From an optimization exercise on the open Yosys and OpenROAD flow, aimed at a short achievable clock period and few clock cycles; shortcuts taken in it are not production practice.
At most, simulation tests tie the RTL to the original design; equivalence was not proved.
No functional check of the RTL was part of run 1.
Power and IR drop assume default switching activity.

==> design.v <==
module cpu (
    input  logic       CLOCK
  , input  logic       RESET
  , input  logic [7:0] read_bus
  , output logic [3:0] ctrl_bus
  , output logic [7:0] addr_bus
  , output logic [7:0] write_bus
  , output logic [7:0] OUT
);
  localparam int U_NB0 = 0, U_NB1 = 1, U_NB2 = 2, U_JMP = 3, U_JCC = 4, U_ADD = 5,
                 U_CMP = 6, U_PUSH = 7, U_POP = 8, U_ALU = 9, U_Z = 10, U_HLT = 11,
                 U_R1 = 12, U_R2 = 13, U_W = 14, U_WIMM = 15, U_DSTA = 16, U_DSTSP = 17,
                 U_YA = 18, U_YSP = 19, U_YIMM = 20, U_XA = 21, U_XSP = 22, U_R1S0 = 23,
                 U_R1S1 = 24, U_R2S0 = 25, U_R2S1 = 26, U_HSB = 27, U_W_ = 28;
  function automatic logic [U_W_-1:0] pdec(input logic [7:0] o);
    logic mac, add, cmp, push, pop, jmp, jcc, nop, hlt, hs, hd;
    logic [2:0] sm, dm;
    logic [U_W_-1:0] u;
    mac  = ~(o[7] & o[6]);
    add  = o[7:6] == 2'b01;
    cmp  = o[7:6] == 2'b10;
    push = o[7:3] == 5'b11000;
    pop  = o[7:3] == 5'b11001;
    jmp  = o == 8'b11010000;
    jcc  = o[7:4] == 4'b1110;
    nop  = o == 8'b11111110;
    hlt  = o[7:6] == 2'b11 & ~(push | pop | jmp | jcc | nop);
    sm   = o[2:0];
    dm   = pop ? o[2:0] : o[5:3];
    hs   = (mac | push) & sm[1];
    hd   = (mac | pop) & (dm[1:0] == 2'b10);
    u = '0;
    u[U_NB2]   = hs & hd;
    u[U_NB1]   = jmp | jcc | hs | hd;
    u[U_NB0]   = 1'b0;
    u[U_JMP]   = jmp;
    u[U_JCC]   = jcc;
    u[U_ADD]   = add;
    u[U_CMP]   = cmp;
    u[U_PUSH]  = push;
    u[U_POP]   = pop;
    u[U_ALU]   = mac | push | pop;
    u[U_Z]     = jmp | jcc | nop | hlt;
    u[U_HLT]   = hlt;
    u[U_R1]    = ((mac | push) & (sm[1:0] == 2'b01 | sm[1:0] == 2'b10)) | pop;
    u[U_R2]    = (add | cmp) & (dm[1:0] == 2'b01 | dm[1:0] == 2'b10);
    u[U_W]     = hd | ((mac | pop) & dm == 3'b101) | push;
    u[U_WIMM]  = hd;
    u[U_DSTA]  = (mac | pop) & dm == 3'b000;
    u[U_DSTSP] = (mac | pop) & dm == 3'b100;
    u[U_YA]    = sm == 3'b000;
    u[U_YSP]   = sm == 3'b100;
    u[U_YIMM]  = sm[1:0] == 2'b11;
    u[U_XA]    = dm == 3'b000;
    u[U_XSP]   = dm == 3'b100;
    u[U_R1S0]  = ~pop & (sm[1:0] != 2'b10) & sm[2];
    u[U_R1S1]  = ~pop & (sm[1:0] == 2'b10);
    u[U_R2S0]  = (dm[1:0] != 2'b10) & dm[2];
    u[U_R2S1]  = dm[1:0] == 2'b10;
    if (pop) u[U_R1S0] = 1'b1;
    u[U_HSB]   = hs;
    pdec = u;
  endfunction
  logic [7:0] a, sp, last;
  logic       fc, fz, fs, fo, fu;
  logic [7:0] addr_q, wd_q;
  logic       wr_q;
  logic [7:0] fp;                   
  logic       fpx;
  logic [7:0] ra;                   
  logic       sir;                  
  logic [7:0]      b_d [0:3];
  logic [7:0]      b_a [0:3];
  logic [U_W_-1:0] b_u [0:3];
  logic [3:0]      rp, wp;          
  logic [3:0]      s0, s1, s2;      
  logic            s0r, s1r, s2r;   
  logic [3:0]      qt;              
  logic            pv;              
  logic            rv;              
  logic            ph;              
  logic       xv;
  logic       x_ex, x_a1, x_a2, x_a3, x_done, x_free;
  logic       p_add, p_cmp, p_push, p_pop, p_alu, p_z, p_jcc;
  logic       p_r1, p_r2, p_w, p_wimm, p_dsta, p_dstsp;
  logic       p_ya, p_ysp, p_yimm, p_xa, p_xsp;
  logic [1:0] p_r1s, p_r2s;         
  logic [7:0] p_sb, p_db, p_oa;     
  logic [3:0] p_cc;
  logic       p_off;                
  logic       sx_a, sx_sp;          
  logic [2:0] syp, syn;             
  logic [7:0] opy;                  
  logic       inv_rb;               
  logic       m_cin;
  logic [4:0] a_sel, sp_sel, l_sel, w_sel;
  logic       a_hold, sp_hold, sp_dsel, sp_isel, l_hold, w_hold, f_e, f_m;
  assign addr_bus  = addr_q;
  assign write_bus = wd_q;
  assign ctrl_bus  = {2'b00, wr_q, 1'b0};
  assign OUT       = a;
  function automatic logic [7:0] inc8(input logic [7:0] x);
    logic [7:0] c;
    c[0] = 1'b1;
    c[1] = x[0];
    c[2] = &x[1:0];
    c[3] = &x[2:0];
    c[4] = &x[3:0];
    c[5] = &x[4:0];
    c[6] = &x[5:0];
    c[7] = &x[6:0];
    inc8 = x ^ c;
  endfunction
  function automatic logic [7:0] dec8(input logic [7:0] x);
    logic [7:0] b;
    b[0] = 1'b1;
    b[1] = ~x[0];
    b[2] = ~|x[1:0];
    b[3] = ~|x[2:0];
    b[4] = ~|x[3:0];
    b[5] = ~|x[4:0];
    b[6] = ~|x[5:0];
    b[7] = ~|x[6:0];
    dec8 = x ^ b;
  endfunction
  function automatic logic [9:0] add8(input logic [7:0] x, input logic [7:0] y, input logic ci);
    logic [8:0] g, p;
    logic [7:0] t;
    logic [8:0] c;
    g = {x & y, ci}; p = {x | y, 1'b0}; t = x ^ y;
    for (int i = 0; i <= 8; i++) begin
      logic acc;
      acc = 1'b0;
      for (int j = 0; j <= i; j++) begin
        logic term;
        term = g[j];
        for (int k = j + 1; k <= i; k++) term = term & p[k];
        acc = acc | term;
      end
      c[i] = acc;
    end
    add8 = {c[8], c[7], t ^ c[7:0]};
  endfunction
  function automatic logic [3:0] rot(input logic [3:0] x, input int n);
    logic [7:0] d;
    d = {x, x} << n;
    rot = d[7:4];
  endfunction
  logic [U_W_-1:0] rb_u;
  assign rb_u = pdec(read_bus);
  logic [7:0]      vq0, vq1, vq2, va0, va1;
  logic [U_W_-1:0] vu0;
  always_comb begin
    vq0 = 8'd0;
    vq1 = {8{s1r}} & read_bus;
    vq2 = {8{s2r}} & read_bus;
    va0 = 8'd0;
    va1 = {8{s1r}} & ra;
    vu0 = '0;
    for (int k = 0; k < 4; k++) begin
      vq0 = vq0 | ({8{s0[k]}} & b_d[k]);
      vq1 = vq1 | ({8{s1[k]}} & b_d[k]);
      vq2 = vq2 | ({8{s2[k]}} & b_d[k]);
      va0 = va0 | ({8{s0[k]}} & b_a[k]);
      va1 = va1 | ({8{s1[k]}} & b_a[k]);
      vu0 = vu0 | ({U_W_{s0[k]}} & b_u[k]);
    end
  end
  logic av1, av2, av3, av4;         
  assign av1 = qt[0] | rv;
  assign av2 = qt[1] | (qt[0] & rv);
  assign av3 = qt[2] | (qt[1] & rv);
  assign av4 = qt[3] | (qt[2] & rv);
  logic [7:0] fa, hd;
  assign fa = fpx ? fp : inc8(fp);
  assign hd = qt[0] ? va0 : rv ? ra : pv ? addr_q : fa;
  function automatic logic cond(input logic [3:0] cc, input logic c, input logic z,
                                input logic s, input logic v);
    logic b;
    case (cc[3:1])
      3'd0: b = v;
      3'd1: b = c;
      3'd2: b = z;
      3'd3: b = c | z;
      3'd4: b = s;
      3'd5: b = 1'b0;
      3'd6: b = s ^ v;
      default: b = z | (s ^ v);
    endcase
    cond = (cc[3:1] == 3'd5) | (b ^ cc[0]);
  endfunction
  logic bytes_ok;
  always_comb begin
    if (ph) bytes_ok = qt[0] & (vu0[U_NB2] ? av2 : av1);
    else    bytes_ok = qt[0] & (vu0[U_NB2] ? av3 : vu0[U_NB1] ? av2 : av1);
  end
  logic [3:0] cons_h;
  logic n0, n1, n2;                 
  assign n0 = ~vu0[U_NB1];
  assign n1 = vu0[U_NB1] & ~vu0[U_NB2];
  assign n2 = vu0[U_NB2];
  assign cons_h = ph ? {1'b0, n2, n1, n0} : {n2, n1, n0, 1'b0};
  logic [7:0] sb, db;
  always_comb begin
    sb = ph ? vq0 : vq1;
    case ({~ph, vu0[U_HSB]})
      2'b00:   db = vq0;
      2'b01,
      2'b10:   db = vq1;
      default: db = vq2;
    endcase
  end
  logic [7:0] ex_x, ey, sum_e;
  logic       c8_e, c7_e, t7_e, ec, ez, es, eo, eu;
  always_comb begin
    ex_x = ({8{sx_a}} & a) | ({8{sx_sp}} & sp);
    ey   = ({8{syp[0]}} & a) | ({8{syp[1]}} & sp) | ({8{syp[2]}} & p_sb)
         | ({8{syn[0]}} & ~a) | ({8{syn[1]}} & ~sp) | ({8{syn[2]}} & ~p_sb);
    {c8_e, c7_e, sum_e} = add8(ex_x, ey, p_cmp);
    t7_e = ex_x[7] ^ ey[7];
    ec = p_cmp ? (c8_e & (ey != 8'hff)) : c8_e;
    ez = ((ex_x ^ ey) == {(ex_x[6:0] | ey[6:0]), p_cmp});
    es = t7_e ^ c7_e;
    eo = t7_e ? (c8_e & ~c7_e) : (~c8_e & c7_e);
    eu = t7_e ? (~c8_e & c7_e) : (c8_e & ~c7_e);
  end
  logic [7:0] mx, sum_m;
  logic       c8_m, c7_m, t7_m, mc, mz, ms, mo, mu;
  always_comb begin
    mx = read_bus;
    {c8_m, c7_m, sum_m} = add8(mx, opy, m_cin);
    t7_m = mx[7] ^ opy[7] ^ inv_rb;
    mc = (c8_m ^ inv_rb) & (inv_rb ? (read_bus != 8'd0) : (~p_cmp | (opy != 8'hff)));
    mz = inv_rb ? (~(mx ^ opy) == {(mx[6:0] & opy[6:0]), 1'b0})
                : ((mx ^ opy) == {(mx[6:0] | opy[6:0]), m_cin});
    ms = t7_m ^ c7_m;
    mo = t7_m ? (c8_m & ~c7_m) : (~c8_m & c7_m);
    mu = t7_m ? (~c8_m & c7_m) : (c8_m & ~c7_m);
  end
  function automatic logic [7:0] pick(input logic [4:0] sel, input logic [7:0] se,
      input logic [7:0] sm, input logic [7:0] sl, input logic [7:0] sy, input logic [7:0] sr);
    pick = ({8{sel[0]}} & se) | ({8{sel[1]}} & sm) | ({8{sel[2]}} & sl)
         | ({8{sel[3]}} & sy) | ({8{sel[4]}} & sr);
  endfunction
  logic [7:0] sp_inc, sp_dec;
  assign sp_inc = inc8(sp);
  assign sp_dec = dec8(sp);
  logic x_whit;
  assign x_whit = sir;
  logic [7:0] x_waddr;
  always_comb begin
    if (p_wimm) x_waddr = p_db;
    else if (p_push) x_waddr = sp_dec;
    else if (p_pop) x_waddr = sp_inc;
    else x_waddr = sp;
  end
  logic       x_rq, x_rqw;
  logic [7:0] x_addr;
  always_comb begin
    x_rq = 1'b0; x_rqw = 1'b0; x_addr = x_waddr;
    if (x_ex & p_r1) begin
      x_rq = 1'b1;
      x_addr = p_r1s == 2'd0 ? a : p_r1s == 2'd1 ? sp : p_sb;
    end else if (x_ex & p_r2) begin
      x_rq = 1'b1;
      x_addr = p_r2s == 2'd0 ? a : p_r2s == 2'd1 ? sp : p_db;
    end else if (x_a1 & p_r1 & p_r2) begin
      x_rq = 1'b1;
      x_addr = p_r2s == 2'd0 ? a : p_r2s == 2'd1 ? sp : p_db;
    end else if (x_done & p_w) begin
      x_rq = 1'b1; x_rqw = 1'b1;
    end
  end
  logic [7:0] x_tgt;
  logic [9:0] x_tgt_c;
  assign x_tgt_c = add8(p_oa, p_sb, 1'b1);
  assign x_tgt = x_tgt_c[7:0];
  logic xjt, xwh, xfl;
  assign xjt = x_ex & p_jcc & p_off & cond(p_cc, fc, fz, fs, fo);
  assign xwh = x_done & p_w & x_whit;
  assign xfl = xjt | xwh;
  logic dload, redir;
  assign dload  = bytes_ok & x_free & ~xfl;
  assign redir  = (xjt & ~jskip) | xwh;
  logic out2, out3, out4, jskip;
  assign out2 = qt[1] | (qt[0] & (rv | pv)) | (rv & pv);
  assign out3 = qt[2] | (qt[1] & (rv | pv)) | (qt[0] & rv & pv);
  assign out4 = qt[3] | (qt[2] & (rv | pv)) | (qt[1] & rv & pv);
  assign jskip = (p_sb[7:2] == 6'd0)
               & ((p_sb[1:0] == 2'd1 & out2) | (p_sb[1:0] == 2'd2 & out3) | (p_sb[1:0] == 2'd3 & out4));
  logic [3:0] ch;                   
  always_comb begin
    if (dload) ch = cons_h;
    else if (xjt & jskip) ch = {p_sb[1:0] == 2'd3, p_sb[1:0] == 2'd2, p_sb[1:0] == 2'd1, 1'b0};
    else ch = 4'b0001;
  end
  logic [7:0] rd_a;
  assign rd_a = xjt ? x_tgt : hd;
  logic room;
  always_comb begin
    case ({pv, rv})
      2'b00: room = ~qt[3];
      2'b11: room = ~qt[1];
      default: room = ~qt[2];
    endcase
  end
  logic [3:0] qt_n, rp_n;
  always_comb begin
    qt_n = ({4{ch[0]}} & {av4, av3, av2, av1})
         | ({4{ch[1]}} & {1'b0, av4, av3, av2})
         | ({4{ch[2]}} & {2'b00, av4, av3})
         | ({4{ch[3]}} & {3'b000, av4});
    rp_n = ({4{ch[0]}} & rp) | ({4{ch[1]}} & rot(rp, 1))
         | ({4{ch[2]}} & rot(rp, 2)) | ({4{ch[3]}} & rot(rp, 3));
    if (redir) begin
      qt_n = 4'd0;
      rp_n = 4'b0001;
    end
  end
  always_ff @(posedge CLOCK) begin
    if (RESET) begin
      a <= 8'd0; sp <= 8'h80; last <= 8'd0;
      fc <= 1'b0; fz <= 1'b0; fs <= 1'b0; fo <= 1'b0; fu <= 1'b0;
      addr_q <= 8'd0; wd_q <= 8'd0; wr_q <= 1'b0;
      fp <= 8'd0; fpx <= 1'b0; ra <= 8'd0;
      sir <= 1'b0;
      rp <= 4'b0001; wp <= 4'b0001;
      s0 <= 4'd0; s1 <= 4'd0; s2 <= 4'd0; s0r <= 1'b1; s1r <= 1'b1; s2r <= 1'b1;
      qt <= 4'd0; pv <= 1'b1; rv <= 1'b0; ph <= 1'b0;
      for (int i = 0; i < 4; i++) begin
        b_d[i] <= 8'd0; b_a[i] <= 8'd0; b_u[i] <= '0;
      end
      xv <= 1'b0; x_ex <= 1'b0; x_a1 <= 1'b0; x_a2 <= 1'b0; x_a3 <= 1'b0;
      x_done <= 1'b0; x_free <= 1'b1;
      p_add <= 1'b0; p_cmp <= 1'b0; p_push <= 1'b0; p_pop <= 1'b0; p_alu <= 1'b0;
      p_z <= 1'b0; p_jcc <= 1'b0;
      p_r1 <= 1'b0; p_r2 <= 1'b0; p_w <= 1'b0; p_wimm <= 1'b0; p_dsta <= 1'b0; p_dstsp <= 1'b0;
      p_ya <= 1'b0; p_ysp <= 1'b0; p_yimm <= 1'b0; p_xa <= 1'b0; p_xsp <= 1'b0;
      sx_a <= 1'b0; sx_sp <= 1'b0; syp <= 3'd0; syn <= 3'd0; opy <= 8'd0; inv_rb <= 1'b0; m_cin <= 1'b0;
      a_sel <= 5'd0; sp_sel <= 5'd0; l_sel <= 5'd0; w_sel <= 5'd0;
      a_hold <= 1'b1; sp_hold <= 1'b1; sp_dsel <= 1'b0; sp_isel <= 1'b0; l_hold <= 1'b1; w_hold <= 1'b1;
      f_e <= 1'b0; f_m <= 1'b0;
      p_r1s <= 2'd0; p_r2s <= 2'd0;
      p_sb <= 8'd0; p_db <= 8'd0; p_oa <= 8'd0; p_cc <= 4'd0; p_off <= 1'b0;
    end else begin
      for (int k = 0; k < 4; k++) begin
        if (rv & wp[k]) begin
          b_d[k] <= read_bus; b_a[k] <= ra; b_u[k] <= rb_u;
        end
      end
      qt <= qt_n;
      rp <= rp_n;
      s0 <= {4{qt_n[0]}} & rp_n;
      s1 <= {4{qt_n[1]}} & rot(rp_n, 1);
      s2 <= {4{qt_n[2]}} & rot(rp_n, 2);
      s0r <= ~qt_n[0];
      s1r <= ~qt_n[1];
      s2r <= ~qt_n[2];
      rv <= pv & ~redir;
      ra <= addr_q;
      if (redir) wp <= 4'b0001;
      else if (rv) wp <= rot(wp, 1);
      sir <= hd >= 8'h59;
      if (x_rq) begin
        addr_q <= x_addr;
        wr_q   <= x_rqw;
        pv     <= 1'b0;
        if (redir) begin fp <= rd_a; fpx <= 1'b1; end
      end else if (redir) begin
        addr_q <= rd_a;
        wr_q   <= 1'b0;
        pv     <= 1'b1;
        fp     <= rd_a;
        fpx    <= 1'b0;
      end else if (room) begin
        addr_q <= fa;
        wr_q   <= 1'b0;
        pv     <= 1'b1;
        fp     <= fa;
        fpx    <= 1'b0;
      end else begin
        wr_q   <= 1'b0;
        pv     <= 1'b0;
      end
      a    <= pick(a_sel & {5{xv}}, sum_e, sum_m, last, ey, read_bus) | ({8{a_hold | ~xv}} & a);
      sp   <= pick(sp_sel & {5{xv}}, sum_e, sum_m, last, ey, read_bus) | ({8{sp_hold | ~xv}} & sp)
            | ({8{sp_dsel & xv}} & sp_dec) | ({8{sp_isel & xv}} & sp_inc);
      last <= pick(l_sel & {5{xv}}, sum_e, sum_m, last, ey, read_bus) | ({8{l_hold | ~xv}} & last);
      wd_q <= pick(w_sel & {5{xv}}, sum_e, sum_m, last, ey, read_bus) | ({8{w_hold | ~xv}} & wd_q);
      if (f_e & xv) begin fc <= ec; fz <= ez; fs <= es; fo <= eo; fu <= eu; end
      if (f_m & xv) begin fc <= mc; fz <= mz; fs <= ms; fo <= mo; fu <= mu; end
      if (x_free) begin
        x_ex <= dload;
        x_a1 <= 1'b0; x_a2 <= 1'b0; x_a3 <= 1'b0;
        x_done <= dload & ~vu0[U_R1] & ~vu0[U_R2];
        x_free <= ~dload | (~vu0[U_R1] & ~vu0[U_R2]);
      end else begin
        x_ex <= 1'b0;
        x_a1 <= x_ex;
        x_a2 <= x_a1 & p_r1 & p_r2;
        x_a3 <= (x_a1 & ~(p_r1 & p_r2)) | x_a2;
        x_done <= (x_a1 & ~(p_r1 & p_r2)) | x_a2;
        x_free <= (x_a1 & ~(p_r1 & p_r2)) | x_a2;
      end
      if (x_a2) begin
        opy <= read_bus ^ {8{p_cmp}}; inv_rb <= 1'b0; m_cin <= p_cmp;
      end else if (x_a1 & ~p_r2) begin
        opy <= (({8{p_xa}} & a) | ({8{p_xsp}} & sp)) ^ {8{p_cmp}}; inv_rb <= p_cmp; m_cin <= 1'b0;
      end else if (x_a1 & ~p_r1) begin
        opy <= (({8{p_ya}} & a) | ({8{p_ysp}} & sp) | ({8{p_yimm}} & p_sb)) ^ {8{p_cmp}};
        inv_rb <= 1'b0; m_cin <= p_cmp;
      end
      begin
        logic nx_ex, nx_a3, nx_z, cm, c_add, c_cmp, c_dsta, c_dstsp, c_push, c_pop, c_w;
        logic [4:0] roh;
        nx_ex = x_free & ~xfl & vu0[U_ALU] & ~vu0[U_R1] & ~vu0[U_R2];
        nx_z  = x_free & ~xfl & vu0[U_Z];
        nx_a3 = (x_a1 & ~(p_r1 & p_r2)) | x_a2;
        c_add   = nx_ex ? vu0[U_ADD]   : p_add;
        c_cmp   = nx_ex ? vu0[U_CMP]   : p_cmp;
        c_dsta  = nx_ex ? vu0[U_DSTA]  : p_dsta;
        c_dstsp = nx_ex ? vu0[U_DSTSP] : p_dstsp;
        c_push  = nx_ex ? vu0[U_PUSH]  : p_push;
        c_pop   = nx_ex ? vu0[U_POP]   : p_pop;
        c_w     = nx_ex ? vu0[U_W]     : p_w;
        cm = nx_ex | nx_a3;
        if (nx_ex) roh = {1'b0, ~c_add & ~c_cmp, c_cmp, 1'b0, c_add};
        else       roh = {~c_add & ~c_cmp, 1'b0, c_cmp, c_add, 1'b0};
        roh = roh & {5{cm}};
        a_sel <= roh & {5{c_dsta}};       a_hold <= ~(cm & c_dsta);
        sp_sel <= roh & {5{c_dstsp}};
        sp_dsel <= cm & c_push;
        sp_isel <= cm & c_pop & ~c_dstsp;
        sp_hold <= ~(cm & (c_dstsp | c_push | c_pop));
        l_sel <= roh;                     l_hold <= ~cm & ~nx_z;
        w_sel <= roh & {5{c_w}};          w_hold <= ~(cm & c_w);
        f_e <= nx_ex & (c_add | c_cmp);
        f_m <= nx_a3 & (c_add | c_cmp);
      end
      if (dload) ph <= vu0[U_HLT];
      if (x_free) begin
        xv <= dload;
        p_add <= vu0[U_ADD]; p_cmp <= vu0[U_CMP]; p_push <= vu0[U_PUSH]; p_pop <= vu0[U_POP];
        p_alu <= vu0[U_ALU];
        p_z <= vu0[U_Z];
        p_jcc <= vu0[U_JCC] | vu0[U_JMP];
        p_oa <= ph ? va0 : va1;
        p_r1 <= vu0[U_R1]; p_r2 <= vu0[U_R2]; p_w <= vu0[U_W]; p_wimm <= vu0[U_WIMM];
        p_dsta <= vu0[U_DSTA]; p_dstsp <= vu0[U_DSTSP];
        p_ya <= vu0[U_YA]; p_ysp <= vu0[U_YSP]; p_yimm <= vu0[U_YIMM];
        p_xa <= vu0[U_XA]; p_xsp <= vu0[U_XSP];
        sx_a <= vu0[U_XA]; sx_sp <= vu0[U_XSP];
        syp <= {vu0[U_YIMM], vu0[U_YSP], vu0[U_YA]} & {3{~vu0[U_CMP]}};
        syn <= {vu0[U_YIMM], vu0[U_YSP], vu0[U_YA]} & {3{vu0[U_CMP]}};
        p_r1s <= {vu0[U_R1S1], vu0[U_R1S0]};
        p_r2s <= {vu0[U_R2S1], vu0[U_R2S0]};
        p_sb <= sb; p_db <= db;
        p_cc <= vu0[U_JMP] ? 4'b1010 : vq0[3:0];
        p_off <= sb != 8'd0;
      end
    end
  end
endmodule
==> run.sh <==
#!/bin/bash
# synth_recipe.tcl (not shown) runs the flow's synth.tcl, then flattens the netlist and writes it again
# the make line also repeats each setting of config.mk as NAME=value (left out here)
make -C /OpenROAD-flow-scripts/flow DESIGN_CONFIG=/design/flow/config.mk WORK_HOME=/design/flow/orfs CLKGATE_MAP_FILE= SYNTH_SCRIPT=/design/flow/synth_recipe.tcl finish
==> config.mk <==
export PLATFORM = sky130hd
export DESIGN_NAME = cpu
export DESIGN_NICKNAME = cpu
export VERILOG_FILES = /design/flow/design.v
export SDC_FILE = /design/flow/constraint.sdc
export NUM_CORES = 4
export LEC_CHECK = 0
export CAP_MARGIN = 20
export CORE_MARGIN = 2
export CORE_UTILIZATION = 40
export SETUP_SLACK_MARGIN = 2.5
export SLEW_MARGIN = 20
==> constraint.sdc <==
create_clock -name core_clock -period 4.0 [get_ports {CLOCK}]
set_input_delay 0.8000 -clock core_clock [delete_from_list [all_inputs] [get_ports {CLOCK}]]
set_output_delay 0.8000 -clock core_clock [all_outputs]
set_load 0.01 [all_outputs]
==> out/qor.txt, run 1 <==
Placed inst area: 21350 um2
Pre-CTS setup slack: 0.4069 ns
Pwr dens: 368.2 nW/um2
Final setup margin: 1.268 ns
Total chip power: 10.26 mW
Area contributors post-synth: dfxtp_1 37%, nand2_1 7.6%, a21oi_1 6.6%
Die Y: 224.3 um
Vias in the first global route: 19263
Placed insts: 2947
Hold Crit Start: b_u[1][16]$_SDFFE_PP0P_
Synth Area in Compound Gates: 0.2655
Sequential fraction of the synthesis area: 0.3744
Sum Neg Setup Slack: 0 ns
Syn Area/Cell: 7.923 um2
Initial antenna violation count: 0
Critical path launch point type: flip-flop
Setup crit end kind: flip-flop
Worst-skew pair later-pin latency: 0.58 ns
Chip Width: 224.3 um
Worst r2r src: a[0]$_SDFF_PP0_
Boundary Pins: 38
Worst Setup Path Type: reg2reg
FP Rows: 80
Drt pass-1 iters: 10
CTS tree: built
Leakage: 9.967 nW
Largest net degree at the start of global routing: 80
Multiplexer share of the synthesized area: 0.03764
Residual DRC count: 0
CTS sink cnt: 363
Post-Layout Cell Count: 3241
Reg2reg path depth: 11
Global-route wire length before repair: 118700 um
WHS: 0.4545 ns
Port bufs: 34
Main combinational cell family by area after synthesis: compound AO/OA/AOI/OAI gates
Setup crit start: a[0]$_SDFF_PP0_
Count of final hold-check violations: 0
Slew Limit Fails: 0
Post-synth EDFFs: 0
Adder-cell share of the synthesized area: 0.04718
Status: complete, no violations
Yosys warns: 4
H-tree levels: 2
Clk buf depth: 3
Fmax: 366.1 MHz
RR Endpoint: sp[7]$_SDFF_PP1_
Post-synthesis cell area: 19410 um2
Dpl hpwl: 49100 um
Share of layout cells above drive strength 1: 0.3789
CTS Buf Count: 41
Unrepaired setup endpoints after global routing: true
Pin slew with the least headroom to its limit: 0.7970 ns
VDD IR max: 0.3026 mV
Max-cap violations: 0
Gr usage total: 0.3067
ANT nets after route: 0
CP required: 4.46 ns
Core Box Area: 47850 um2
Arr. time, crit path: 3.19 ns
Shortest period the worst path allows: 2.732 ns
Post-Synthesis Cells: 2450
DR iter-0 viols: 2531
Final Skew: 0.02029 ns
Synth cell count leaders: 394 x nand2_1, 363 x dfxtp_1, 255 x a21oi_1
Final period util: 0.6829
Simple-Gate Fraction of Synth Area: 0.1811
#FFs+latches synth: 363
Area added between synthesis and finish: 43.50%
Post-layout util: 0.5822
Top cell type's share of synthesized area: 0.3744
Hold WC Path Type: reg2reg
Synth unique cells: 78
Area leader, netlist: dfxtp_1
Final setup viols: 0
Biggest register: b_u
Internal reg-to-reg setup slack: 1.27 ns
Starting Density: 0.4057
ANT cells: 0
Gp weighted congestion: 0.9665
Post-Synth XOR/XNOR Area: 0.03023
Most used flip-flop cell after synthesis: dfxtp_1
Reg clk slew, reported paths: 0.06 ns
Via count: 20234
Asr flop ratio synth: 0
Wirelength per Cell: 24.86 um
Biggest regs: b_u x108, b_a x32, b_d x32
Largest register FFs: 108
Vias/cell: 6.243
Routed wire length: 80570 um
Slew HR: 0.4679
Total Nets Final: 2676
Die area: 50310 um2
Design Area, Final: 27860 um2
CP Max Fanout: 4
Setup crit end: sp[7]$_SDFF_PP1_
CTS Root Cell: clkbuf_16
GR Overflow Total: 0
Count leader, synth: nand2_1
==> critical path: stages (launching register included) <==
cell and delay (ns):
dfxtp_4 0.39, mux2i_2 0.23, nand3_2 0.17, ha_1 0.24
inv_1 0.12, a21oi_4 0.09, o21bai_4 0.15, a21oi_4 0.09
a221oi_4 0.39, xnor2_2 0.13, a221o_1 0.32, a221o_1 0.29
==> logic make-up (layout without fill, tap and decap cells) <==
| family | Yosys count | count (layout) |
|---|---|---|
| buffers and inverters | 320 | 489 |
| AND/OR/NAND/NOR | 814 | 819 |
| multiplexers | 69 | 69 |
| adder cells (fa/ha/maj) | 72 | 72 |
| XOR/XNOR | 67 | 67 |
| AO/OA/AOI/OAI | 744 | 744 |
| other | 1 | 3 |
| flip-flops | 363 | 363 |
==> final cells by class <==
type / instances / area [um2]
Multi-Input combinational cell: 1774 / 14130
Inverter: 105 / 495.5
Clock inverter: 11 / 142.6
Clock buffer: 64 / 1315
Fill cell: 4139 / 19990
Tap cell: 615 / 769.5
Timing Repair Buffer: 309 / 3567
Sequential cell: 363 / 7432
==> per-layer routing <==
layer / routed length [um] / track usage / up-vias / share of wire
li1: - / - / 9050 / -
met1: 33500 / 0.4105 / 9863 / 0.42
met2: 36400 / 0.4848 / 1059 / 0.45
met3: 6817 / 0.05408 / 262 / 0.085
met4: 3855 / 0.1363 / 0 / 0.048
met5: 0 / 0 / - / 0
==> cell usage in the layout (no fill, tap or decap), types with 23 or more instances in the layout <==
cell type,instances
a211oi_2,23
a21oi_1,138
a21oi_2,107
a221oi_2,23
a222oi_1,51
a22o_1,28
a22oi_1,80
a22oi_2,41
buf_12,46
buf_4,138
buf_6,91
clkbuf_16,46
dfxtp_1,295
dfxtp_2,36
dfxtp_4,32
ha_1,37
ha_4,27
inv_1,75
mux2i_1,46
nand2_1,360
nand2_2,24
nand3_1,32
nor2_1,179
nor2_2,23
o21ai_0,32
xnor2_1,27
xor2_1,25
==> how the worst min path moves through the flow <==
stage | end | slack (ns) | cells past startpoint
after global routing | b_u[1][26]$_SDFFE_PP0P_ | 0.48 | 2
final | b_u[1][16]$_SDFFE_PP0P_ | 0.45 | 2
after floorplan | p_db[2]$_SDFFE_PP0P_ | 0.43 | 2
after global placement | b_u[1][13]$_SDFFE_PP0P_ | 0.44 | 2
after CTS | b_u[2][26]$_SDFFE_PP0P_ | 0.45 | 2
after detailed placement | b_u[1][13]$_SDFFE_PP0P_ | 0.44 | 2
==> power breakdown <==
| group | leakage, nW | internal (mW) | switching, mW |
|---|---|---|---|
| Combinational | 6.27 | 0.938 | 1.24 |
| Sequential | 2.98 | 3.77 | 0.230 |
| Clock | 0.718 | 2.45 | 1.63 |
==> what timing repair did <==
action	CTS	global route
endpoints found under the setup margin	380	268
hold buffers	0	0
pin swaps	196	126
gates resized for setup	673	221
setup buffers	161	46
gates cloned	8	4
==> inputs of run 2 (changes only) <==
--- a/design.v
+++ b/design.v
@@ -123,7 +123,7 @@
     b[7] = ~|x[6:0];
     dec8 = x ^ b;
   endfunction
-  function automatic logic [9:0] add8(input logic [7:0] x, input logic [7:0] y, input logic ci);
+  function automatic logic [8:0] add8(input logic [7:0] x, input logic [7:0] y, input logic ci);
     logic [8:0] g, p;
     logic [7:0] t;
     logic [8:0] c;
@@ -139,7 +139,7 @@
       end
       c[i] = acc;
     end
-    add8 = {c[8], c[7], t ^ c[7:0]};
+    add8 = {c[8], t ^ c[7:0]};
   endfunction
   function automatic logic [3:0] rot(input logic [3:0] x, input int n);
     logic [7:0] d;
@@ -211,31 +211,38 @@
     endcase
   end
   logic [7:0] ex_x, ey, sum_e;
-  logic       c8_e, c7_e, t7_e, ec, ez, es, eo, eu;
+  logic       c8_e, s8_e, ec, ez, es, eo, eu;
   always_comb begin
     ex_x = ({8{sx_a}} & a) | ({8{sx_sp}} & sp);
     ey   = ({8{syp[0]}} & a) | ({8{syp[1]}} & sp) | ({8{syp[2]}} & p_sb)
          | ({8{syn[0]}} & ~a) | ({8{syn[1]}} & ~sp) | ({8{syn[2]}} & ~p_sb);
-    {c8_e, c7_e, sum_e} = add8(ex_x, ey, p_cmp);
-    t7_e = ex_x[7] ^ ey[7];
+    {c8_e, sum_e} = add8(ex_x, ey, p_cmp);
+    s8_e = ex_x[7] ^ ey[7] ^ c8_e;
     ec = p_cmp ? (c8_e & (ey != 8'hff)) : c8_e;
     ez = ((ex_x ^ ey) == {(ex_x[6:0] | ey[6:0]), p_cmp});
-    es = t7_e ^ c7_e;
-    eo = t7_e ? (c8_e & ~c7_e) : (~c8_e & c7_e);
-    eu = t7_e ? (~c8_e & c7_e) : (c8_e & ~c7_e);
+    es = sum_e[7];
+    eo = ~s8_e & sum_e[7];
+    eu = s8_e & ~sum_e[7];
   end
   logic [7:0] mx, sum_m;
-  logic       c8_m, c7_m, t7_m, mc, mz, ms, mo, mu;
+  logic       c8_m, s8_m, mc, mz, ms, mo, mu;
   always_comb begin
     mx = read_bus;
-    {c8_m, c7_m, sum_m} = add8(mx, opy, m_cin);
-    t7_m = mx[7] ^ opy[7] ^ inv_rb;
-    mc = (c8_m ^ inv_rb) & (inv_rb ? (read_bus != 8'd0) : (~p_cmp | (opy != 8'hff)));
-    mz = inv_rb ? (~(mx ^ opy) == {(mx[6:0] & opy[6:0]), 1'b0})
-                : ((mx ^ opy) == {(mx[6:0] | opy[6:0]), m_cin});
-    ms = t7_m ^ c7_m;
-    mo = t7_m ? (c8_m & ~c7_m) : (~c8_m & c7_m);
-    mu = t7_m ? (~c8_m & c7_m) : (c8_m & ~c7_m);
+    {c8_m, sum_m} = add8(mx, opy, m_cin);
+    s8_m = mx[7] ^ opy[7] ^ c8_m;
+    if (inv_rb) begin
+      mc = ~c8_m & (read_bus != 8'd0);
+      mz = ~(mx ^ opy) == {(mx[6:0] & opy[6:0]), 1'b0};
+      ms = ~sum_m[7];
+      mo = s8_m & ~sum_m[7];
+      mu = ~s8_m & sum_m[7];
+    end else begin
+      mc = p_cmp ? (c8_m & (opy != 8'hff)) : c8_m;
+      mz = ((mx ^ opy) == {(mx[6:0] | opy[6:0]), m_cin});
+      ms = sum_m[7];
+      mo = ~s8_m & sum_m[7];
+      mu = s8_m & ~sum_m[7];
+    end
   end
   function automatic logic [7:0] pick(input logic [4:0] sel, input logic [7:0] se,
       input logic [7:0] sm, input logic [7:0] sl, input logic [7:0] sy, input logic [7:0] sr);
@@ -272,9 +279,7 @@
     end
   end
   logic [7:0] x_tgt;
-  logic [9:0] x_tgt_c;
-  assign x_tgt_c = add8(p_oa, p_sb, 1'b1);
-  assign x_tgt = x_tgt_c[7:0];
+  assign x_tgt = add8(p_oa, p_sb, 1'b1);
   logic xjt, xwh, xfl;
   assign xjt = x_ex & p_jcc & p_off & cond(p_cc, fc, fz, fs, fo);
   assign xwh = x_done & p_w & x_whit;
--- a/config.mk
+++ b/config.mk
@@ -8,5 +8,5 @@
 export CAP_MARGIN = 20
 export CORE_MARGIN = 2
 export CORE_UTILIZATION = 40
-export SETUP_SLACK_MARGIN = 2.5
+export SETUP_SLACK_MARGIN = 2.0
 export SLEW_MARGIN = 20
==> out/qor.txt, run 2 <==
Status: complete, no violations
Yosys warns: 4
Final setup viols: 0
CP required: 4.43 ns
CTS tree: built
Worst-skew pair later-pin latency: 0.59 ns
FP Rows: 80
CP Max Fanout: 5
Die area: 50510 um2
Leakage: 9.460 nW
Unrepaired setup endpoints after global routing: true
CP most frequent cell: a221oi_2
Setup crit end kind: flip-flop
Most used flip-flop cell after synthesis: dfxtp_1
Reg clk slew, reported paths: 0.06 ns
Count of final hold-check violations: 0
Pwr dens: 377.4 nW/um2
Reg2reg path depth: 13
Final Skew: 0.01882 ns
Top cell type's share of synthesized area: 0.3728
DR iter-0 viols: 2625
Initial antenna violation count: 0
Total Nets Final: 2676
Synth cell count leaders: 409 x nand2_1, 363 x dfxtp_1, 252 x a21oi_1
Pin slew with the least headroom to its limit: 1.015 ns
Post-synthesis cell area: 19490 um2
Starting Density: 0.4066
RR Endpoint: a[7]$_SDFF_PP0_
Area leader, netlist: dfxtp_1
Routed wire length: 79000 um
ANT nets after route: 0
Port bufs: 34
Multi-input logic area: 13140 um2
Setup crit start: sp[0]$_SDFF_PP0_
CTS Hold Bufs: 0
Internal reg-to-reg setup slack: 1.30 ns
Arr. time, crit path: 3.13 ns
Via count: 20238
Sum Neg Setup Slack: 0 ns
Most common cell after layout, fill and taps aside: nand2_1
Share of layout cells above drive strength 1: 0.2877
Post-synth EDFFs: 0
WHS: 0.4543 ns
Most frequent cells in the layout: 387 x nand2_1, 294 x dfxtp_1, 227 x a21oi_1
Biggest register: b_u
Area contributors post-synth: dfxtp_1 37%, nand2_1 7.9%, a21oi_1 6.5%
Post-Synthesis Cells: 2482
Clk buf depth: 3
Register area: 7443 um2
Hold Path End: b_u[1][7]$_SDFFE_PP0P_
GR Overflow Total: 0
Gp weighted congestion: 0.9370
Largest net degree at the start of global routing: 189
Critical path launch point type: flip-flop
Boundary Pins: 38
Largest register FFs: 108
Dpl hpwl: 50170 um
Wirelength per Cell: 24.39 um
Max incr delay on CP: 0.41 ns
CTS sink cnt: 363
Fmax: 370.9 MHz
Sequence of cells on the critical path: mux2i_4, nand3_4, inv_4, ha_4, nand2b_4, a21oi_4, o21bai_4, a221oi_2, buf_4, a221o_1, xor2_4, a221oi_2, nor3_1
Worst r2r src: sp[0]$_SDFF_PP0_
Final period util: 0.6741
Slew Limit Fails: 0
VDD IR max: 0.2840 mV
Drt pass-1 iters: 10
Synth unique cells: 77
Chip Width: 224.8 um
Worst path slowest cell: dfxtp_4
Syn Area/Cell: 7.854 um2
Area added between synthesis and finish: 32.13%
Vias/cell: 6.248
CTS Buf Count: 42
Asr flop ratio synth: 0
Hold depth: 2
Shortest period the worst path allows: 2.696 ns
Count leader, synth: nand2_1
H-tree levels: 2
Fill cells: 4241
CTS Root Cell: clkbuf_16
Global-route wire length before repair: 115700 um
Gr usage total: 0.2977
Slew HR: 0.3224
Residual DRC count: 0
Die Y: 224.8 um
Max-cap violations: 0
Vias in the first global route: 18703
Core Box Area: 47950 um2
Biggest regs: b_u x108, b_a x32, b_d x32
ANT cells: 0
Hold WC Path Type: reg2reg
#FFs+latches synth: 363
Worst Setup Path Type: reg2reg
Hold Crit Start: b_u[1][7]$_SDFFE_PP0P_
Sequential fraction of the synthesis area: 0.3728
==> run 2: cell families after synthesis <==
kind of cell,share of synthesized area
simple gates,0.1906
compound gates,0.2590
flops,0.3728
buf+inv,0.06117
mux,0.03954
fa+ha+maj,0.04699
xor+xnor,0.02966
other cells,0.0001924
==> run 2: cell type report <==
| class | count | share of cell area |
|---|---|---|
| Inverter | 91 | 0.01642 |
| Clock buffer | 60 | 0.04736 |
| Tap cell | 615 | 0.02988 |
| Sequential cell | 363 | 0.2890 |
| Multi-Input combinational cell | 1816 | 0.5103 |
| Timing Repair Buffer | 280 | 0.1003 |
| Clock inverter | 14 | 0.006704 |
==> run 2: repair_timing <==
item                       CTS  global route
gates resized for setup    435           199
setup buffers              115            66
setup endpoints to repair  257           179
gates cloned                 1             1
pin swaps                   95           112
==> run 2: report_power, final <==
part	total, mW	switching, mW	internal, mW
Clock	3.91	1.59	2.32
Sequential	4.04	0.268	3.78
Combinational	1.77	1.05	0.714
Total	9.72	2.91	6.81
==> run 2: how the worst max path moves through the flow <==
stage | to | slack [ns] | cells past startpoint
after floorplan | sp[7]$_SDFF_PP1_ | 1.49 | 11
after global placement | b_u[3][1]$_SDFFE_PP0P_ | 0.50 | 9
after detailed placement | b_u[3][1]$_SDFFE_PP0P_ | 0.49 | 9
after CTS | a[7]$_SDFF_PP0_ | 1.32 | 13
after global routing | a[7]$_SDFF_PP0_ | 1.21 | 13
final | a[7]$_SDFF_PP0_ | 1.30 | 13
==> run 2: critical path, delay by kind of cell, from the launching register on <==
family,cells,cell delay (ns)
AO/OA/AOI/OAI,5,0.96
flip-flops,1,0.41
AND/OR/NAND/NOR,3,0.32
multiplexers,1,0.26
buffers and inverters,2,0.24
XOR/XNOR,1,0.21
adder cells (fa/ha/maj),1,0.13
==> run 2: layer usage <==
metal	routed length, um	vias to the layer above	global-route usage
li1	-	9081	-
met1	32480	9707	0.4035
met2	34400	1171	0.4549
met3	7980	279	0.05748
met4	4140	0	0.1421
met5	0	-	0
==> run 2: per-stage QoR <==
stage | cell area [um2] | utilization | worst slack [ns] | cells | power [mW]
after floorplan | 20460 | - | 1.495 | 2484 | 5.018
after global placement | 20900 | 0.4359 | 0.4972 | 2982 | 5.450
after detailed placement | 20900 | 0.4359 | 0.4904 | 2982 | 5.479
after CTS | 24480 | 0.5106 | 1.320 | 3172 | 9.601
after global routing | 25760 | 0.5372 | 1.208 | 3239 | 10.05
final | 25760 | 0.5372 | 1.304 | 3239 | 9.721
Testbench counts of run 2, summed over its fixed seeds: cycles 23,184.
==> inputs of run 3 (changes only) <==
--- a/config.mk
+++ b/config.mk
@@ -8,5 +8,5 @@
 export CAP_MARGIN = 20
 export CORE_MARGIN = 2
 export CORE_UTILIZATION = 40
-export SETUP_SLACK_MARGIN = 2.0
+export SETUP_SLACK_MARGIN = 2.5
 export SLEW_MARGIN = 20
==> out/qor.txt, run 3 <==
Share of layout cells above drive strength 1: 0.3857
M1 wire length: 33520 um
Synth unique cells: 77
Yosys warns: 4
Arr. time, crit path: 3.05 ns
CP most frequent cell: a21oi_4
Worst r2r src: sp[0]$_SDFF_PP0_
Vias/cell: 6.436
CTS tree: built
Worst Setup Path Type: reg2reg
Area contributors post-synth: dfxtp_1 37%, nand2_1 7.9%, a21oi_1 6.5%
Met2 WL: 39070 um
Synth Area in Compound Gates: 0.2590
Clk buf depth: 3
Count leader, synth: nand2_1
#FFs+latches synth: 363
Die Y: 224.8 um
Post-synth EDFFs: 0
Post-Synth XOR/XNOR Area: 0.02966
FP Rows: 80
CP required: 4.45 ns
Global-route wire length before repair: 124400 um
Routed wire length: 89970 um
Synth cell count leaders: 409 x nand2_1, 363 x dfxtp_1, 252 x a21oi_1
Top Layer Used: met5
Core Box Area: 47950 um2
Simple-Gate Fraction of Synth Area: 0.1906
Most common cell after layout, fill and taps aside: nand2_1
CP Max Fanout: 4
Dpl hpwl: 50380 um
Boundary Pins: 38
WHS: 0.4529 ns
Syn Area/Cell: 7.854 um2
Top cell type's share of synthesized area: 0.3728
Asr flop ratio synth: 0
Biggest register: b_u
CTS Root Cell: clkbuf_16
Area leader, netlist: dfxtp_1
Post-Layout Cell Count: 3354
CTS Hold Bufs: 0
CTS Buf Count: 41
Most used flip-flop cell after synthesis: dfxtp_1
Setup crit start: sp[0]$_SDFF_PP0_
GR Overflow Total: 0
Sequential fraction of the synthesis area: 0.3728
Via count: 21588
Pwr dens: 363.6 nW/um2
Sum Neg Setup Slack: 0 ns
Sequence of cells on the critical path: mux2i_2, nand3_2, inv_2, ha_4, nand2b_4, a21oi_4, o21bai_4, a221oi_4, buf_4, buf_6, a21oi_4, xnor2_4, a221oi_2, o22ai_1
H-tree levels: 2
Hold Crit Start: b_u[3][16]$_SDFFE_PP0P_
Fmax: 383.4 MHz
Die area: 50510 um2
Pre-CTS setup slack: 0.4075 ns
Hold WC Path Type: reg2reg
ANT nets after route: 0
Post-Synthesis Cells: 2482
Adder-cell share of the synthesized area: 0.04699
Leakage: 10.64 nW
Critical path launch point type: flip-flop
Max incr delay on CP: 0.37 ns
Vias in the first global route: 20031
Placed inst area: 21080 um2
Gr usage total: 0.3220
Area added between synthesis and finish: 47.04%
Slew Limit Fails: 0
Most frequent cells in the layout: 369 x nand2_1, 286 x dfxtp_1, 193 x buf_4
Reg clk slew, reported paths: 0.06 ns
Post-layout util: 0.5978
Post-synthesis cell area: 19490 um2
Final setup margin: 1.392 ns
Multiplexer share of the synthesized area: 0.03954
Setup crit end kind: flip-flop
Drt pass-1 iters: 14
Gp weighted congestion: 0.9334
Chip Width: 224.8 um
Fill cells: 3828
Design Area, Final: 28660 um2
Total Nets Final: 2790
DR iter-0 viols: 3040
Slew HR: 0.4889
Final period util: 0.6521
Unrepaired setup endpoints after global routing: true
Pin slew with the least headroom to its limit: 0.7655 ns
Initial antenna violation count: 1
Final setup viols: 0
Residual DRC count: 0
Placed insts: 2968
Shortest period the worst path allows: 2.608 ns
Worst-skew pair later-pin latency: 0.58 ns
Port bufs: 34
Worst path slowest cell: dfxtp_4
Starting Density: 0.4066
Main combinational cell family by area after synthesis: compound AO/OA/AOI/OAI gates
Final Skew: 0.01250 ns
Count of final hold-check violations: 0
Status: complete, no violations
Biggest regs: b_u x108, b_a x32, b_d x32
Largest net degree at the start of global routing: 93
Wirelength per Cell: 26.82 um
Largest register FFs: 108
Max-cap violations: 0
Met3 wire length: 11020 um
CTS sink cnt: 363
VDD IR max: 0.2523 mV
Total chip power: 10.42 mW
[run 3: cell counts after synthesis]
Identical to the previous run, type by type.
[run 3: layout make-up]
type / instances / area [um2] / share of cell area
clock buffers: 54 / 1177 / 0.04108
diodes: 1 / 2.502 / 0.00008731
flip-flops and latches: 363 / 7461 / 0.2603
repair buffers: 391 / 4239 / 0.1479
multi-input cells: 1820 / 14360 / 0.5009
well taps: 615 / 769.5 / 0.02685
clock inverters: 19 / 236.5 / 0.008250
inverters: 91 / 420.4 / 0.01467
[run 3: worst paths after layout]
| check | to | slack, ns | cells after the start |
|---|---|---|---|
| max | sp[6]$_SDFF_PP0_ | 1.39 | 14 |
| max reg2reg | sp[6]$_SDFF_PP0_ | 1.39 | 14 |
| min | b_u[3][16]$_SDFFE_PP0P_ | 0.45 | 2 |
| min reg2reg | b_u[3][16]$_SDFFE_PP0P_ | 0.45 | 2 |
[run 3: what timing repair did]
item / 4_1_cts / 5_1_grt
endpoints found under the setup margin: 378 / 291
gates cloned: 8 / 15
pin swaps: 192 / 183
setup buffers: 197 / 92
gates resized for setup: 675 / 299
[run 3: worst max-delay path: cells and delay by family (launching register included)]
kind / cells / cell delay [ns]
muxes: 1 / 0.15
AOI/OAI and AO/OA: 6 / 0.97
buffers and inverters: 3 / 0.39
xor gates and xnor gates: 1 / 0.16
adders and majority gates: 1 / 0.16
and+or+nand+nor: 2 / 0.26
DFF: 1 / 0.37
[run 3: layer usage]
layer,up-vias,track usage
met3,490,0.08439
met5,-,0
li1,9316,-
met2,1513,0.5104
met4,2,0.1485
met1,10267,0.4097
[run 3: cells by family (layout without fill, tap and decap cells)]
kind of cell    Yosys count  count (layout)
simple gates            863             868
mux                      73              73
fa+ha+maj                72              72
other cells               1               4
xor+xnor                 66              66
compound gates          738             738
buf+inv                 306             555
flops                   363             363
[run 3: power breakdown]
part | switching (mW) | total [mW] | internal (mW)
sequential | 0.288 | 4.07 | 3.78
combinational | 1.35 | 2.34 | 0.992
clock | 1.62 | 4.02 | 2.40
total | 3.26 | 10.4 | 7.17
==> inputs of run 4 (changes only) <==
--- a/config.mk
+++ b/config.mk
@@ -7,6 +7,6 @@
 export LEC_CHECK = 0
 export CAP_MARGIN = 20
 export CORE_MARGIN = 2
-export CORE_UTILIZATION = 40
+export CORE_UTILIZATION = 55
 export SETUP_SLACK_MARGIN = 2.5
 export SLEW_MARGIN = 20
==> out/qor.txt, run 4 <==
Most frequent cells in the layout: 308 x nand2_1, 289 x dfxtp_1, 191 x buf_4
Pin slew with the least headroom to its limit: 0.9367 ns
Reg clk slew, reported paths: 0.07 ns
Starting Density: 0.5615
CP most frequent cell: and2_4
CP required: 4.52 ns
Worst Setup Path Type: reg2reg
Initial antenna violation count: 2
Cell internal pwr: 7.277 mW
Most used flip-flop cell after synthesis: dfxtp_1
Sum Neg Setup Slack: 0 ns
Largest net degree at the start of global routing: 86
Count of final hold-check violations: 0
WHS: 0.4614 ns
CTS tree: built
Post-Synthesis Cells: 2482
Leakage: 11.26 nW
Gr usage total: 0.4666
Synth cell count leaders: 409 x nand2_1, 363 x dfxtp_1, 252 x a21oi_1
Via count: 24032
Count leader, synth: nand2_1
H-tree levels: 2
Share of layout cells above drive strength 1: 0.4351
Wirelength per Cell: 32.69 um
#FFs+latches synth: 363
CTS Root Cell: clkbuf_16
Clock share of power: 0.368
Post-layout util: 0.8595
Final setup viols: 0
ANT nets after route: 0
Gp weighted congestion: 0.9725
Hold Crit Start: b_u[3][11]$_SDFFE_PP0P_
Worst path slowest cell: dfxtp_4
Vias in the first global route: 20877
Hold depth: 2
Core Box Area: 34710 um2
DR iter-0 viols: 4858
Fill cells: 1623
Area added between synthesis and finish: 53.06%
Slew Limit Fails: 0
Reg2reg path depth: 9
Total Nets Final: 2825
Top cell type's share of synthesized area: 0.3728
Drt pass-1 iters: 20
Vias/cell: 7.445
Dpl hpwl: 48630 um
Unrepaired setup endpoints after global routing: true
Pwr dens: 366.7 nW/um2
Boundary Pins: 38
Setup crit start: s0[0]$_SDFF_PP0_
Synth unique cells: 77
Sw Pwr: 3.663 mW
Yosys warns: 4
Status: complete, no violations
Max-cap violations: 0
Hold WC Path Type: reg2reg
Die area: 36960 um2
CTS Hold Bufs: 0
Residual DRC count: 0
Shortest period the worst path allows: 2.635 ns
Post-synth EDFFs: 0
Fmax: 379.5 MHz
Global-route wire length before repair: 129100 um
FP Rows: 68
Syn Area/Cell: 7.854 um2
CP Max Fanout: 7
Die Y: 192.3 um
Port bufs: 34
Final period util: 0.6588
Area leader, netlist: dfxtp_1
Slew HR: 0.3747
Setup crit end kind: flip-flop
Critical path launch point type: flip-flop
Post-synthesis cell area: 19490 um2
Clk buf depth: 3
GR Overflow Total: 0
Largest register FFs: 108
Max incr delay on CP: 0.44 ns
CTS Buf Count: 41
Sequence of cells on the critical path: buf_12, a22oi_2, and2_4, o211ai_1, a21o_1, mux2_4, a222oi_1, and2_4, nor2b_2
Asr flop ratio synth: 0
VDD IR max: 0.4643 mV
Biggest register: b_u
Logic pwr share: 0.257
Routed wire length: 105500 um
Register share of total power: 0.375
Worst r2r src: s0[0]$_SDFF_PP0_
Biggest regs: b_u x108, b_a x32, b_d x32
Multi-input logic area: 15020 um2
Register area: 7447 um2
Arr. time, crit path: 3.15 ns
Worst-skew pair later-pin latency: 0.63 ns
Final Skew: 0.04224 ns
Sequential fraction of the synthesis area: 0.3728
Net Sw Frac: 0.3348
Area contributors post-synth: dfxtp_1 37%, nand2_1 7.9%, a21oi_1 6.5%
Most common cell after layout, fill and taps aside: nand2_1
CTS sink cnt: 363
Chip Width: 192.3 um
[run 4: area by class of cell]
class | count | area share
inverter | 91 | 0.01417
timing repair buffer | 430 | 0.1670
clock inverter | 12 | 0.004990
sequential | 363 | 0.2496
clock buffer | 60 | 0.04152
antenna | 1 | 0.00008387
multi-input combinational | 1816 | 0.5035
tap | 455 | 0.01908
[run 4: stage by stage]
| stage | instance area, um2 | power, mW | instances | setup WS (ns) |
|---|---|---|---|---|
| detailed placement | 20890 | 5.506 | 2807 | 0.5616 |
| global placement | 20890 | 5.472 | 2807 | 0.5901 |
| CTS | 26960 | 10.04 | 3116 | 1.483 |
| floorplan | 20920 | 5.075 | 2484 | 1.497 |
| finish | 29840 | 10.94 | 3228 | 1.365 |
| global route | 29830 | 11.07 | 3227 | 1.297 |
[run 4: power by group through the flow]
stage | clock [mW] | sequential (mW) | combinational [mW]
6_report | 4.03 | 4.10 | 2.81
5_1_grt | 4.13 | 4.09 | 2.85
4_1_cts | 3.90 | 4.03 | 2.12
3_5_place_dp | 0 | 4.14 | 1.37
3_3_place_gp | 0 | 4.13 | 1.34
2_1_floorplan | 0 | 3.97 | 1.10
[run 4: metal layers]
layer / track usage / wire length, um
met1: 0.5737 / 33610
met2: 0.6976 / 42240
met3: 0.1580 / 17530
met4: 0.3001 / 11920
met5: 0 / 219
[run 4: repair_timing]
action	CTS	global route
pin swaps	238	294
cloned	17	12
endpoints found under the setup margin	377	332
gates resized for setup	731	447
buffers inserted	220	99
[run 4: path summary, 6_finish.rpt]
check,to,slack (ns)
hold reg to reg,b_u[3][11]$_SDFFE_PP0P_,0.46
hold / removal,b_u[3][11]$_SDFFE_PP0P_,0.46
setup / recovery,s0[0]$_SDFF_PP0_,1.36
setup reg to reg,s0[0]$_SDFF_PP0_,1.36
[run 4: cell families after synthesis]
logic type,Yosys count,share of synthesized area
AO/OA/AOI/OAI,738,0.2590
XOR/XNOR,66,0.02966
adder cells (fa/ha/maj),72,0.04699
buffers and inverters,306,0.06117
flip-flops,363,0.3728
multiplexers,73,0.03954
other,1,0.0001924
AND/OR/NAND/NOR,863,0.1906
[run 4: worst max-delay path: cells and delay by family (launching register included)]
| family | cells | cell delay [ns] |
|---|---|---|
| compound gates | 4 | 1.01 |
| mux | 1 | 0.34 |
| simple gates | 3 | 0.57 |
| buf+inv | 1 | 0.17 |
| flops | 1 | 0.44 |
==> inputs of run 5 (changes only) <==
--- a/config.mk
+++ b/config.mk
@@ -7,6 +7,6 @@
 export LEC_CHECK = 0
 export CAP_MARGIN = 20
 export CORE_MARGIN = 2
-export CORE_UTILIZATION = 55
+export CORE_UTILIZATION = 30
 export SETUP_SLACK_MARGIN = 2.5
 export SLEW_MARGIN = 20
==> out/qor.txt, run 5 <==
Area contributors post-synth: dfxtp_1 37%, nand2_1 7.9%, a21oi_1 6.5%
Asr flop ratio synth: 0
Final setup margin: 1.025 ns
Total Nets Final: 2829
Dpl hpwl: 51890 um
Sequential fraction of the synthesis area: 0.3728
Via count: 22742
Status: complete, no violations
Top cell type's share of synthesized area: 0.3728
Critical path launch point type: flip-flop
Final period util: 0.7437
CTS tree: built
Biggest register: b_u
Boundary Pins: 38
CP required: 4.47 ns
Wirelength per Cell: 28.39 um
Vias in the first global route: 21306
Biggest regs: b_u x108, b_a x32, b_d x32
Max-cap violations: 0
Most frequent cells in the layout: 288 x dfxtp_1, 274 x nand2_1, 172 x nor2_1
Core Box Area: 64350 um2
CTS Buf Count: 39
#FFs+latches synth: 363
Largest net degree at the start of global routing: 91
Area leader, netlist: dfxtp_1
Gr usage total: 0.2769
Chip Width: 258.9 um
Global-route wire length before repair: 139800 um
Pre-CTS setup slack: 0.5233 ns
Most common cell after layout, fill and taps aside: dfxtp_1
Count of final hold-check violations: 0
Residual DRC count: 0
Total chip power: 10.98 mW
Internal reg-to-reg setup slack: 1.03 ns
CP Max Fanout: 7
Gp weighted congestion: 0.9316
Setup crit start: s0[0]$_SDFF_PP0_
Setup crit end: s0[0]$_SDFF_PP0_
Slew HR: 0.3259
Reg clk slew, reported paths: 0.07 ns
Clk buf depth: 3
CTS Hold Bufs: 0
Post-synthesis cell area: 19490 um2
Arr. time, crit path: 3.44 ns
GR Overflow Total: 0
H-tree levels: 2
Synth cell count leaders: 409 x nand2_1, 363 x dfxtp_1, 252 x a21oi_1
Final Skew: 0.02948 ns
Post-synth EDFFs: 0
Setup crit end kind: flip-flop
Worst r2r src: s0[0]$_SDFF_PP0_
Worst-skew pair later-pin latency: 0.59 ns
Area added between synthesis and finish: 59.43%
Slew Limit Fails: 0
Fmax: 336.1 MHz
Yosys warns: 4
Routed wire length: 103200 um
Port bufs: 34
VDD IR max: 0.3096 mV
Most used flip-flop cell after synthesis: dfxtp_1
Die area: 67030 um2
RR Endpoint: s0[0]$_SDFF_PP0_
Pwr dens: 353.5 nW/um2
Unrepaired setup endpoints after global routing: true
Count leader, synth: nand2_1
Leakage: 11.84 nW
CTS Root Cell: clkbuf_16
Vias/cell: 6.260
Shortest period the worst path allows: 2.975 ns
Sum Neg Setup Slack: 0 ns
Syn Area/Cell: 7.854 um2
Synth unique cells: 77
DR iter-0 viols: 3519
Pin slew with the least headroom to its limit: 1.011 ns
Largest register FFs: 108
Hold WC Path Type: reg2reg
Drt pass-1 iters: 10
Worst Setup Path Type: reg2reg
FP Rows: 93
CTS sink cnt: 363
Reg2reg path depth: 8
Die Y: 258.9 um
Post-Synthesis Cells: 2482
Initial antenna violation count: 0
Final setup viols: 0
Starting Density: 0.3029
Share of layout cells above drive strength 1: 0.4562
ANT nets after route: 0
-- run 5: critical path, cell delays in order, from the launching register on --
cell	delay [ns]
dfxtp_4	0.41
a22oi_1	0.56
nand2_2	0.32
a21o_2	0.33
a21o_1	0.17
mux2_4	0.32
a222oi_1	0.37
and2_4	0.28
nor2b_1	0.09
-- run 5: per-layer routing --
metal  vias up  GRT usage  part of all wire
li1       9449          -                 -
met1     10901     0.3308              0.35
met2      1777     0.4341              0.44
met3       615    0.07049              0.12
met4         0     0.1952             0.087
met5         -          0                 0
-- run 5: logic make-up (layout without fill, tap and decap cells) --
kind of cell / after synthesis / in the layout / share of synthesized area
other: 1 / 4 / 0.0001924
AOI/OAI and AO/OA: 738 / 739 / 0.2590
xor gates and xnor gates: 66 / 66 / 0.02966
adders and majority gates: 72 / 72 / 0.04699
muxes: 73 / 73 / 0.03954
DFF: 363 / 363 / 0.3728
buffers and inverters: 306 / 595 / 0.06117
and+or+nand+nor: 863 / 866 / 0.1906
-- run 5: timing repair --
| item | 4_1_cts | 5_1_grt |
|---|---|---|
| pin swaps | 188 | 265 |
| setup buffers | 198 | 93 |
| gates resized for setup | 789 | 502 |
| gates cloned | 52 | 2 |
| endpoints found under the setup margin | 387 | 377 |
-- run 5: stage by stage --
| step | util | hold slack, ns | cells | area [um2] |
|---|---|---|---|---|
| after floorplan | - | 0.4245 | 2484 | 20920 |
| after global placement | 0.3329 | 0.4385 | 3216 | 21420 |
| after detailed placement | 0.3329 | 0.4489 | 3216 | 21420 |
| after CTS | 0.4384 | 0.4575 | 3537 | 28210 |
| after global routing | 0.4829 | 0.4763 | 3632 | 31070 |
| final | 0.4829 | 0.4589 | 3633 | 31080 |
-- run 5: how the worst min path moves through the flow --
stage	endpoint	depth (start not counted)	start	slack [ns]
after floorplan	p_db[6]$_SDFFE_PP0P_	2	p_db[6]$_SDFFE_PP0P_	0.42
after global placement	b_u[2][17]$_SDFFE_PP0P_	2	b_u[2][17]$_SDFFE_PP0P_	0.44
after detailed placement	b_u[3][22]$_SDFFE_PP0P_	2	b_u[3][22]$_SDFFE_PP0P_	0.45
after CTS	b_u[3][22]$_SDFFE_PP0P_	2	b_u[3][22]$_SDFFE_PP0P_	0.46
after global routing	b_u[2][26]$_SDFFE_PP0P_	2	b_u[2][26]$_SDFFE_PP0P_	0.48
final	b_u[1][17]$_SDFFE_PP0P_	2	b_u[1][17]$_SDFFE_PP0P_	0.46
-- run 5: power breakdown --
group | switching, mW | internal [mW]
Combinational | 1.54 | 1.23
Clock | 1.67 | 2.45
Sequential | 0.321 | 3.77
Total | 3.53 | 7.46
-- run 5: final cells by class --
| type | count | area [um2] |
|---|---|---|
| Tap cell | 855 | 1070 |
| Sequential cell | 363 | 7463 |
| Clock inverter | 15 | 237.7 |
| Inverter | 91 | 411.6 |
| Timing Repair Buffer | 433 | 5548 |
| Fill cell | 5440 | 33270 |
| Antenna cell | 1 | 2.502 |
| Clock buffer | 56 | 1182 |
| Multi-Input combinational cell | 1819 | 15160 |
==> inputs of run 6 (changes only) <==
--- a/config.mk
+++ b/config.mk
@@ -7,6 +7,7 @@
 export LEC_CHECK = 0
 export CAP_MARGIN = 20
 export CORE_MARGIN = 2
-export CORE_UTILIZATION = 30
+export CORE_UTILIZATION = 40
+export GPL_TIMING_DRIVEN = 1
 export SETUP_SLACK_MARGIN = 2.5
 export SLEW_MARGIN = 20
==> out/qor.txt, run 6 <==
Status: complete, no violations
Share of layout cells above drive strength 1: 0.3857
Clk buf depth: 3
Biggest regs: b_u x108, b_a x32, b_d x32
Die area: 50510 um2
Dpl hpwl: 50380 um
Adder-cell share of the synthesized area: 0.04699
Yosys warns: 4
Pin slew with the least headroom to its limit: 0.7655 ns
FP Rows: 80
CTS Buf Count: 41
Via count: 21588
H-tree levels: 2
VDD IR max: 0.2523 mV
Synth cell count leaders: 409 x nand2_1, 363 x dfxtp_1, 252 x a21oi_1
Slew HR: 0.4889
Worst-skew pair later-pin latency: 0.58 ns
Area leader, netlist: dfxtp_1
Setup crit end kind: flip-flop
Final setup viols: 0
Clock share of power: 0.385
CTS Hold Bufs: 0
Count of final hold-check violations: 0
Sequential fraction of the synthesis area: 0.3728
#FFs+latches synth: 363
Pwr dens: 363.6 nW/um2
Port bufs: 34
Sum Neg Setup Slack: 0 ns
Shortest period the worst path allows: 2.608 ns
WHS: 0.4529 ns
Initial antenna violation count: 1
Starting Density: 0.4066
Post-layout util: 0.5978
Sw Pwr: 3.256 mW
Unrepaired setup endpoints after global routing: true
Global-route wire length before repair: 124400 um
Final period util: 0.6521
Cell internal pwr: 7.167 mW
Most used flip-flop cell after synthesis: dfxtp_1
Hold WC Path Type: reg2reg
Chip Width: 224.8 um
Register share of total power: 0.390
CTS Root Cell: clkbuf_16
Most common cell after layout, fill and taps aside: nand2_1
Die Y: 224.8 um
Vias in the first global route: 20031
Total Nets Final: 2790
Main combinational cell family by area after synthesis: compound AO/OA/AOI/OAI gates
CTS sink cnt: 363
Post-synth EDFFs: 0
Reg clk slew, reported paths: 0.06 ns
Slew Limit Fails: 0
GR Overflow Total: 0
Wirelength per Cell: 26.82 um
Boundary Pins: 38
Gp weighted congestion: 0.9334
Net Sw Frac: 0.3124
CTS tree: built
Synth Area in Compound Gates: 0.2590
Multi-input logic area: 14360 um2
DR iter-0 viols: 3040
Routed wire length: 89970 um
Area contributors post-synth: dfxtp_1 37%, nand2_1 7.9%, a21oi_1 6.5%
Area added between synthesis and finish: 47.04%
Leakage: 10.64 nW
Fmax: 383.4 MHz
Max-cap violations: 0
Synth unique cells: 77
Post-Synth XOR/XNOR Area: 0.02966
ANT nets after route: 0
Top cell type's share of synthesized area: 0.3728
Residual DRC count: 0
CP Max Fanout: 4
Asr flop ratio synth: 0
Drt pass-1 iters: 14
Largest net degree at the start of global routing: 93
Simple-Gate Fraction of Synth Area: 0.1906
Gr usage total: 0.3220
Fill cells: 3828
Largest register FFs: 108
Register area: 7461 um2
Post-synthesis cell area: 19490 um2
Final Skew: 0.01250 ns
CP required: 4.45 ns
Core Box Area: 47950 um2
Biggest register: b_u
Logic pwr share: 0.224
Syn Area/Cell: 7.854 um2
Multiplexer share of the synthesized area: 0.03954
Worst Setup Path Type: reg2reg
Most frequent cells in the layout: 369 x nand2_1, 286 x dfxtp_1, 193 x buf_4
Vias/cell: 6.436
Arr. time, crit path: 3.05 ns
Post-Synthesis Cells: 2482
Critical path launch point type: flip-flop
Count leader, synth: nand2_1
[run 6: power groups by stage]
stage	sequential, mW	clock, mW	combinational [mW]
floorplan	3.97	0	1.10
global placement	4.13	0	1.35
detailed placement	4.14	0	1.38
CTS	4.03	4.03	1.91
global route	4.07	4.17	2.43
finish	4.07	4.02	2.34
[run 6: cell families after synthesis]
group	Yosys count
compound gates	738
xor+xnor	66
fa+ha+maj	72
buf+inv	306
flops	363
mux	73
other cells	1
simple gates	863
[run 6: area by class of cell]
cell class,instances,area share
well taps,615,0.02685
inverters,91,0.01467
repair buffers,391,0.1479
multi-input cells,1820,0.5009
diodes,1,0.00008731
flip-flops and latches,363,0.2603
clock buffers,54,0.04108
clock inverters,19,0.008250
[run 6: path summary, 6_finish.rpt]
kind	from	endpoint	slack, ns	cells after the start
max reg2reg	sp[0]$_SDFF_PP0_	sp[6]$_SDFF_PP0_	1.39	14
min reg2reg	b_u[3][16]$_SDFFE_PP0P_	b_u[3][16]$_SDFFE_PP0P_	0.45	2
min	b_u[3][16]$_SDFFE_PP0P_	b_u[3][16]$_SDFFE_PP0P_	0.45	2
max	sp[0]$_SDFF_PP0_	sp[6]$_SDFF_PP0_	1.39	14
[run 6: routing by layer]
metal	up-vias	share of wire	GRT usage
met5	-	0.00014	0
met4	2	0.071	0.1485
met3	490	0.12	0.08439
met2	1513	0.43	0.5104
met1	10267	0.37	0.4097
li1	9316	-	-
[run 6: repair_timing]
| action | 4_1_cts | 5_1_grt |
|---|---|---|
| pin swaps | 192 | 183 |
| setup buffers | 197 | 92 |
| endpoints found under the setup margin | 378 | 291 |
| hold endpoints to repair | 0 | 0 |
| gates cloned | 8 | 15 |
| resized for setup | 675 | 299 |
[run 6: critical path: stages, from the launching register on]
cell and delay, ns:
dfxtp_4 0.37, mux2i_2 0.15, nand3_2 0.12, inv_2 0.07, ha_4 0.16, nand2b_4 0.14, a21oi_4 0.17, o21bai_4 0.09
a221oi_4 0.27, buf_4 0.20, buf_6 0.12, a21oi_4 0.07, xnor2_4 0.16, a221oi_2 0.27, o22ai_1 0.10
[run 6: metrics by stage]
step                cell area (um2)  power (mW)  setup slack, ns  std cells
CTS                           26390       9.976            1.515       3246
floorplan                     20920       5.075            1.497       2484
detailed placement            21080       5.518           0.4075       2968
global route                  28660       10.67            1.283       3353
finish                        28660       10.42            1.392       3354
global placement              21080       5.486           0.4618       2968

[static timing again, ports no longer ideal]
The results above use ideal ports. As a check the final layouts listed here were re-extracted and re-timed, cells and wires unchanged. Step 1: set_driving_cell puts a clkbuf_16 on CLOCK and a buf_2 on each other input, an assumption about the parent block. Step 2 also shifts input and output timing later by t, the mid clock arrival at the registers, as if the neighbouring blocks saw the same clock. a / b / c = ideal ports / drivers / drivers and shift; a / b = the first two.
run | shift t [ns] | setup WS [ns]
run 1 | 0.629 | 1.268 / 1.268 / 0.972
run 2 | 0.635 | 1.304 / 1.304 / 1.075
run 3 | 0.628 | 1.392 / 1.392 / 1.084
run 4 | 0.661 | 1.365 / 1.365 / 1.088
run 5 | 0.639 | 1.025 / 1.025 / 1.025
run 6 | 0.628 | 1.392 / 1.392 / 1.084
After both steps setup and hold are still met in every run listed.
